What follows belongs to an exercise in optimizing a design on an open flow for small area; a production flow would make more cautious choices. Only simulation tests tie the RTL to the original design; equivalence was not proved. Power is estimated from default activity; no workload was simulated.

wip/raven:
Design L2RnR2L, start of the top module:
module L2RnR2L(clk8,reset8,frame_busy,cmd_inst,cmd_data,neo_size,sizeplus1,
   l2r_data,l2r_done,l2r_go);
For scale: about 360 cells after synthesis, about 79 I/O pins.
==> flow/config.mk <==
export PLATFORM = sky130hd
export DESIGN_NAME = L2RnR2L
export DESIGN_NICKNAME = L2RnR2L
export VERILOG_FILES = /design/flow/design.v
export SDC_FILE = /design/flow/constraint.sdc
export NUM_CORES = 4
export LEC_CHECK = 0
export CAP_MARGIN = 0
export CORE_MARGIN = 2
export CORE_UTILIZATION = 70
export PLACE_DENSITY = 0.85
export SLEW_MARGIN = 0
==> flow/constraint.sdc <==
create_clock -name core_clock -period 10.0 [get_ports {clk8}]
set_input_delay 2.0000 -clock core_clock [delete_from_list [all_inputs] [get_ports {clk8}]]
set_output_delay 2.0000 -clock core_clock [all_outputs]
set_load 0.01 [all_outputs]
standard.sh (not shown) runs the stock make flow with config.mk's settings and CLKGATE_MAP_FILE= SYNTH_SCRIPT=/design/flow/synth_recipe.tcl, a recipe that flattens the netlist after the stock synthesis.
==> flow/flow/run.sh <==
#!/bin/bash
# Layout flow: the standard flow, with three changes in how the layout
# is made:
#  1. after the standard synthesis, the combinational logic is mapped again
#     with a stronger ABC script (flow/reopt.tcl, flow/deepsyn.abc); every
#     register, and the adder and tie cells, stay the standard synthesis's
#     instances with their names and cell types;
#  2. the port buffers are the smallest buffer, sky130_fd_sc_hd__buf_1;
#  3. the clock tree uses sky130_fd_sc_hd__clkbuf_4 and no dummy loads.
set -euo pipefail
export BUFFER_PORTS_ARGS="-buffer_cell sky130_fd_sc_hd__buf_1"
export CTS_ARGS="-sink_clustering_enable -repair_clock_nets -dont_use_dummy_load -buf_list sky130_fd_sc_hd__clkbuf_4"

bash standard.sh synth > standard_synth.log 2>&1

R=orfs/results/$FLOW_PLATFORM/L2RnR2L/base
YOSYS=yosys
if [[ -x $FLOW_HOME/../tools/install/yosys/bin/yosys ]]; then
  YOSYS=$FLOW_HOME/../tools/install/yosys/bin/yosys
fi
cp $R/1_2_yosys.v std_1_2_yosys.v
export REOPT_LIB=$FLOW_HOME/platforms/$FLOW_PLATFORM/lib/sky130_fd_sc_hd__tt_025C_1v80.lib
export REOPT_IN=$PWD/std_1_2_yosys.v
export REOPT_OUT=$PWD/reopt_1_2_yosys.v
export REOPT_SCRIPT=$PWD/flow/deepsyn.abc
export DONT_USE_LIST="$(sed -n '/DONT_USE_CELLS/,/^$/p' $FLOW_HOME/platforms/$FLOW_PLATFORM/config.mk | grep -o 'sky130_fd_sc_hd__[a-z0-9_]*' | tr '\n' ' ')"
if $YOSYS -c flow/reopt.tcl > reopt.log 2>&1 && [[ -s $REOPT_OUT ]]; then
  cp $REOPT_OUT $R/1_2_yosys.v
else
  echo "re-mapping failed; keeping the standard synthesis netlist" >> reopt.log
fi

bash standard.sh > standard.log 2>&1
==> flow/flow/deepsyn.abc <==
strash
&get -n
&st
&deepsyn -T 40
&st
&dch
&nf -R 1000
&put
==> flow/flow/reopt.tcl <==
# Re-map the combinational logic of the standard synthesis netlist with a
# stronger ABC script. Registers (and the full/half adders and tie cell)
# stay the standard synthesis's instances, with their names and cell types.
set lib $::env(REOPT_LIB)
yosys read_liberty -ignore_miss_func $lib
yosys read_liberty -lib -ignore_redef $lib
yosys blackbox sky130_fd_sc_hd__df* sky130_fd_sc_hd__edf* sky130_fd_sc_hd__conb_1 sky130_fd_sc_hd__fa_* sky130_fd_sc_hd__ha_*
yosys read_verilog $::env(REOPT_IN)
yosys hierarchy -top L2RnR2L
yosys flatten
yosys opt -purge
set du {}
foreach c $::env(DONT_USE_LIST) { lappend du -dont_use $c }
yosys abc -liberty $lib {*}$du -script $::env(REOPT_SCRIPT)
yosys read_liberty -lib -ignore_redef $lib
yosys opt_clean -purge
yosys splitnets
yosys opt_clean -purge
yosys rename -hide w:*.*
yosys insbuf -buf sky130_fd_sc_hd__buf_4 A X
yosys hierarchy -top L2RnR2L
yosys check -assert
yosys tee -o $::env(REOPT_OUT).stat stat -liberty $lib
yosys select L2RnR2L
yosys write_verilog -noattr -nohex -nodec -selected $::env(REOPT_OUT)
wip/raven completed end to end with timing, DRC and antenna clean.
The following lists how wip/yarrow was set up differently from wip/raven:
Settings: SLEW_MARGIN now 20, was 0; CAP_MARGIN now 20, was 0.
==> flow/flow/run.sh <==
#!/bin/bash
set -euo pipefail
export BUFFER_PORTS_ARGS="-buffer_cell sky130_fd_sc_hd__buf_1"
export CTS_ARGS="-sink_clustering_enable -repair_clock_nets -dont_use_dummy_load -buf_list sky130_fd_sc_hd__clkbuf_4"
bash standard.sh > standard.log 2>&1
removed: flow/flow/deepsyn.abc
removed: flow/flow/reopt.tcl
--- outcome ---
On critical path depth, the higher figure sits with wip/raven, not wip/yarrow. Note that the switching power total recorded for wip/raven amounts to 1.14 times the value seen in wip/yarrow. Final worst slack is higher on wip/raven. On largest driver fanout on the critical path, the higher figure sits with wip/raven, not wip/yarrow.
Inputs modified between wip/yarrow and wip/xenon:
==> flow/flow/run.sh <==
#!/bin/bash
# Layout flow: the standard flow, with three changes in how the layout
# is made:
#  1. after the standard synthesis, the combinational logic is mapped again
#     with a stronger ABC script (flow/reopt.tcl, flow/deepsyn.abc); every
#     register, and the adder and tie cells, stay the standard synthesis's
#     instances with their names and cell types;
#  2. the port buffers are the smallest buffer, sky130_fd_sc_hd__buf_1;
#  3. the clock tree uses sky130_fd_sc_hd__clkbuf_4 and no dummy loads.
set -euo pipefail
export BUFFER_PORTS_ARGS="-buffer_cell sky130_fd_sc_hd__buf_1"
export CTS_ARGS="-sink_clustering_enable -repair_clock_nets -dont_use_dummy_load -buf_list sky130_fd_sc_hd__clkbuf_4"

bash standard.sh synth > standard_synth.log 2>&1

R=orfs/results/$FLOW_PLATFORM/L2RnR2L/base
YOSYS=yosys
if [[ -x $FLOW_HOME/../tools/install/yosys/bin/yosys ]]; then
  YOSYS=$FLOW_HOME/../tools/install/yosys/bin/yosys
fi
cp $R/1_2_yosys.v std_1_2_yosys.v
export REOPT_LIB=$FLOW_HOME/platforms/$FLOW_PLATFORM/lib/sky130_fd_sc_hd__tt_025C_1v80.lib
export REOPT_IN=$PWD/std_1_2_yosys.v
export REOPT_OUT=$PWD/reopt_1_2_yosys.v
export REOPT_SCRIPT=$PWD/flow/deepsyn.abc
export DONT_USE_LIST="$(sed -n '/DONT_USE_CELLS/,/^$/p' $FLOW_HOME/platforms/$FLOW_PLATFORM/config.mk | grep -o 'sky130_fd_sc_hd__[a-z0-9_]*' | tr '\n' ' ')"
if $YOSYS -c flow/reopt.tcl > reopt.log 2>&1 && [[ -s $REOPT_OUT ]]; then
  cp $REOPT_OUT $R/1_2_yosys.v
else
  echo "re-mapping failed; keeping the standard synthesis netlist" >> reopt.log
fi

bash standard.sh > standard.log 2>&1
==> flow/flow/deepsyn.abc (new file) <==
strash
&get -n
&st
&deepsyn -T 40
&st
&dch
&nf -R 1000
&put
==> flow/flow/reopt.tcl (new file) <==
# Re-map the combinational logic of the standard synthesis netlist with a
# stronger ABC script. Registers (and the full/half adders and tie cell)
# stay the standard synthesis's instances, with their names and cell types.
set lib $::env(REOPT_LIB)
yosys read_liberty -ignore_miss_func $lib
yosys read_liberty -lib -ignore_redef $lib
yosys blackbox sky130_fd_sc_hd__df* sky130_fd_sc_hd__edf* sky130_fd_sc_hd__conb_1 sky130_fd_sc_hd__fa_* sky130_fd_sc_hd__ha_*
yosys read_verilog $::env(REOPT_IN)
yosys hierarchy -top L2RnR2L
yosys flatten
yosys opt -purge
set du {}
foreach c $::env(DONT_USE_LIST) { lappend du -dont_use $c }
yosys abc -liberty $lib {*}$du -script $::env(REOPT_SCRIPT)
yosys read_liberty -lib -ignore_redef $lib
yosys opt_clean -purge
yosys splitnets
yosys opt_clean -purge
yosys rename -hide w:*.*
yosys insbuf -buf sky130_fd_sc_hd__buf_4 A X
yosys hierarchy -top L2RnR2L
yosys check -assert
yosys tee -o $::env(REOPT_OUT).stat stat -liberty $lib
yosys select L2RnR2L
yosys write_verilog -noattr -nohex -nodec -selected $::env(REOPT_OUT)
## What came out
Relative to wip/yarrow, net load switching power has increased by 14% in wip/xenon.
As far as data required time at the worst endpoint is concerned, wip/yarrow and wip/xenon perform about the same.
Share of total power consumed by net switching delta for wip/xenon relative to wip/yarrow: 2.1 points higher
Wire length the detailed router placed on met1: wip/xenon vs wip/yarrow down 4.2%
On non-clock buffer count: between wip/yarrow and wip/xenon, it ends up lower for wip/yarrow.

## what the ideal ports hide
In the flow no input, the clock included, has a driving cell. The finished layouts below were timed again as built, in two steps. Step 1: set_driving_cell puts a clkbuf_16 on clk8 and a buf_2 on each other input, an assumption about the parent block. Step 2 times the ports against the registers' clock, not the clock port: input delays grow and output delays shrink by t, the midpoint of the rising clock arrivals with the driver on. Slacks: no drivers / after step 1 / after step 2; pairs: no drivers / after step 1.
run | t, ns | slack for setup (ns) | worst setup path after step 2 | clock arrival spread, ns
wip/raven | 0.435 | 6.002 / 6.005 / 5.569 | input to register | 0.039 / 0.039
wip/yarrow | 0.418 | 5.961 / 5.961 / 5.542 | input to register | 0.037 / 0.037
wip/xenon | 0.424 | 5.997 / 6.000 / 5.575 | input to register | 0.039 / 0.039
After both steps setup and hold are still met in every run listed. The setup slack of wip/raven, which loses most, moves by +0.003 ns with the drivers and by -0.433 ns with both steps.
